What follows belongs to an exercise in optimizing a design on an open flow for small area; a production flow would make more cautious choices. Where RTL was checked, it was by simulation tests only, not by an equivalence proof against the original. Power and IR drop assume default switching activity.

## 12-08
## top
module top
  (
	input osc_clk,
	input rst,
	input [63:0] tune,
	output [7:0] MYLED,
	output TX_NCO,
	input  RFIn,
	output RFOut,
	output MOSI_I,
	input MISO_I,
	output SCK_I,
	output SSEL_I,
	output MOSI_Q,
	input MISO_Q,
	output SCK_Q,
	output SSEL_Q,
	output PWMOut
	);
Settings: LEC_CHECK=0, ABC_AREA=1, CAP_MARGIN=20, CORE_MARGIN=2, CORE_UTILIZATION=65, CTS_CLUSTER_DIAMETER=200, CTS_CLUSTER_SIZE=30, SLEW_MARGIN=20; clock period 15.4 ns.
run.sh (not shown) runs the stock make flow with config.mk's settings and CLKGATE_MAP_FILE= SYNTH_SCRIPT=/design/flow/synth_recipe.tcl, a recipe that flattens the netlist after the stock synthesis.
Input changes introduced in 06-16 (baseline for comparison: 12-08):
- a change of CTS_CLUSTER_SIZE from 30 to 24
- a change of CTS_CLUSTER_DIAMETER from 200 to 100
- a change of CORE_UTILIZATION from 65 to 40
## What came out
Placer congestion estimate, 12-08 and 06-16, lower one = 06-16. Going from 12-08 to 06-16, the worst slack at placement was found to have gone down by 63 ps. Summary — required time of the worst setup path, 06-16 relative to 12-08: higher, by 30 ps. 12-08 ended up with sky130_fd_sc_hd__clkdlybuf4s50_1 as its master of the slowest instance on the critical path; 06-16 ended up with sky130_fd_sc_hd__fa_1. Between 06-16 and 12-08, it is 06-16 whose total power is higher, by 730 uW.

## job 3053
Another version of the RTL of top (not shown whole).
For scale: about 7,600 cells after synthesis, ~86 I/O pins.
export LEC_CHECK = 0
export ABC_AREA = 1
export CAP_MARGIN = 20
export CORE_MARGIN = 2
export CORE_UTILIZATION = 60
export CTS_CLUSTER_DIAMETER = 150
export CTS_CLUSTER_SIZE = 28
export SLEW_MARGIN = 20
create_clock -name core_clock -period 15.4 [get_ports {osc_clk}]
> inputs changed (job 3053 -> job 4833)
# job 3053
export LEC_CHECK = 0
export ABC_AREA = 1
export CAP_MARGIN = 20
export CORE_MARGIN = 2
export CORE_UTILIZATION = 60
export CTS_CLUSTER_DIAMETER = 150
export CTS_CLUSTER_SIZE = 28
export SLEW_MARGIN = 20
create_clock -name core_clock -period 15.4 [get_ports {osc_clk}]
# job 4833
export LEC_CHECK = 0
export ABC_AREA = 1
export CAP_MARGIN = 20
export CORE_MARGIN = 2
export CORE_UTILIZATION = 62
export CTS_CLUSTER_DIAMETER = 120
export CTS_CLUSTER_SIZE = 28
export SLEW_MARGIN = 20
create_clock -name core_clock -period 15.4 [get_ports {osc_clk}]
Results
In job 4833, hold slack is higher than in job 3053.
Utilization job 3053 -> job 4833: up
Of job 4833 and job 3053, it is job 4833 that has the lower growth of design area from synthesis to finish.
Routed via count divided by cell count, job 4833 vs job 3053: up slightly
Changes in job 8218 relative to job 4833:
# job 4833
export LEC_CHECK = 0
export ABC_AREA = 1
export CAP_MARGIN = 20
export CORE_MARGIN = 2
export CORE_UTILIZATION = 62
export CTS_CLUSTER_DIAMETER = 120
export CTS_CLUSTER_SIZE = 28
export SLEW_MARGIN = 20
create_clock -name core_clock -period 15.4 [get_ports {osc_clk}]
# job 8218
export LEC_CHECK = 0
export ABC_AREA = 1
export CAP_MARGIN = 20
export CORE_MARGIN = 2
export CORE_UTILIZATION = 60
export CTS_BUF_LIST = sky130_fd_sc_hd__clkbuf_8 sky130_fd_sc_hd__clkbuf_16
export CTS_CLUSTER_DIAMETER = 150
export CTS_CLUSTER_SIZE = 28
export SLEW_MARGIN = 20
create_clock -name core_clock -period 15.4 [get_ports {osc_clk}]
### Flow results
- Multi-input logic portion of the cell area of job 4833 is on par with job 8218.
- The lower wire length of the first global-routing pass came out of job 4833.
- Job 4833 → job 8218: total die area increased by 0.0065 sq mm relative to the old numbers; sequential area share after synthesis was more or less identical.
- Total power ends up higher on job 8218.

== the reference run ==
top, a different RTL version from the one above (not shown whole).
Size in the first run: roughly 86 I/O pins, about 120000 um^2 of cells after synthesis.
==> flow/config.mk <==
export PLATFORM = sky130hd
export DESIGN_NAME = top
export DESIGN_NICKNAME = top
export VERILOG_FILES = /design/flow/design.v
export SDC_FILE = /design/flow/constraint.sdc
export NUM_CORES = 4
export LEC_CHECK = 0
export ABC_AREA = 1
export CAP_MARGIN = 20
export CORE_MARGIN = 2
export CORE_UTILIZATION = 40
export CTS_CLUSTER_DIAMETER = 60
export CTS_CLUSTER_SIZE = 30
export SLEW_MARGIN = 20
==> flow/constraint.sdc <==
create_clock -name core_clock -period 15.4 [get_ports {osc_clk}]
set_input_delay 3.0800 -clock core_clock [delete_from_list [all_inputs] [get_ports {osc_clk}]]
set_output_delay 3.0800 -clock core_clock [all_outputs]
set_load 0.01 [all_outputs]
#### Input delta (the trial run over the reference run)
- changing CTS_CLUSTER_DIAMETER from 60 to 100
- changing CTS_CLUSTER_SIZE from 30 to 24
--- outcome ---
Comparing the reference run and the trial run, length of routed met2 wiring is lower on the trial run. From the reference run to the trial run the numbers moved as follows: utilization now smaller, violation count after the first detailed-route iteration -2.0%, combinational group share of total power picked up an extra 1.3 points, global-route met3 utilization level. Delta (the trial run minus the reference run): data arrival time of the critical path higher; fraction of standard cell area that is sequential rose 2.4 points. The post-route met1 wirelength in the trial run sits 0.90% below the value recorded for the reference run. Standard cell with the maximum stage delay on the critical path = sky130_fd_sc_hd__clkdlybuf4s50_1: the trial run; standard cell with the maximum stage delay on the critical path = sky130_fd_sc_hd__fa_1: the reference run.
No run of this note included a check of the RTL's function; only the layout flow was run.

RTL: one of the versions met above, not the one the previous note started from.
Size: about 7600 cells after synthesis, about 86 I/O pins, ~120000 um2 of cells after synthesis.
clock: 15.4 ns
lec_check: 0
abc_area: 1
cap_margin: 20
core_margin: 2
core_utilization: 60
cts_cluster_diameter: 150
cts_cluster_size: 29
slew_margin: 20
Rerun with:
--- a/flow/config.mk
+++ b/flow/config.mk
@@ -12,2 +12,3 @@
-export CTS_CLUSTER_DIAMETER = 150
-export CTS_CLUSTER_SIZE = 29
+export CTS_BUF_LIST = sky130_fd_sc_hd__clkbuf_8
+export CTS_CLUSTER_DIAMETER = 100
+export CTS_CLUSTER_SIZE = 16
What happened: Utilization barely changes; hold slack gets worse by 0.027 ns; sequential share of layout area is about the same; routed wire length is higher by 1.2%.

## what the ideal ports hide
Ports are ideal in the flow. The routed layouts listed here were re-timed in OpenROAD. Step 1 (the two cells are an assumption about what drives the block):
set clk [get_ports {osc_clk}]
set_driving_cell -lib_cell sky130_fd_sc_hd__clkbuf_16 $clk
set_driving_cell -lib_cell sky130_fd_sc_hd__buf_2 [delete_from_list [all_inputs] $clk]
Step 2 adds t to the input delays and takes it off the output delays; t is the mean of the earliest and latest rising clock arrival at the registers after step 1. Input paths then give back, and output paths get back, about the clock's delay inside the block. Slacks: no drivers / after step 1 / after step 2; pairs: no drivers / after step 1.
run	t, ns	slack for setup (ns)	hold WS [ns]	slew at the worst register clock pin (ns)	pins driven straight from the clock port
12-08	0.935	0.433 / 0.488 / -0.447	0.301 / 0.301 / 0.301	0.12 / 0.12	1
06-16	0.953	0.431 / 0.493 / -0.459	0.242 / 0.242 / 0.242	0.10 / 0.10	1
job 3053	0.922	0.395 / 0.452 / -0.470	0.291 / 0.291 / 0.291	0.12 / 0.12	1
job 4833	0.908	0.362 / 0.414 / -0.494	0.315 / 0.315 / 0.315	0.11 / 0.11	1
job 8218	0.922	0.395 / 0.452 / -0.471	0.291 / 0.291 / 0.291	0.12 / 0.12	1
the reference run	0.953	0.332 / 0.202 / -0.751	0.272 / 0.272 / 0.272	0.11 / 0.11	1
the trial run	0.982	0.323 / 0.235 / -0.747	0.276 / 0.276 / 0.276	0.10 / 0.10	1
the first run of note 4	0.907	0.386 / 0.447 / -0.461	0.301 / 0.301 / 0.301	0.12 / 0.12	1
the second run of note 4	1.084	0.609 / 0.665 / -0.419	0.273 / 0.273 / 0.273	0.11 / 0.11	1
Met with ideal ports but missed after step 2: setup timing in every run listed. For the reference run, which loses most, drivers alone change the setup slack by -0.130 ns; drivers and shift together by -1.083 ns.
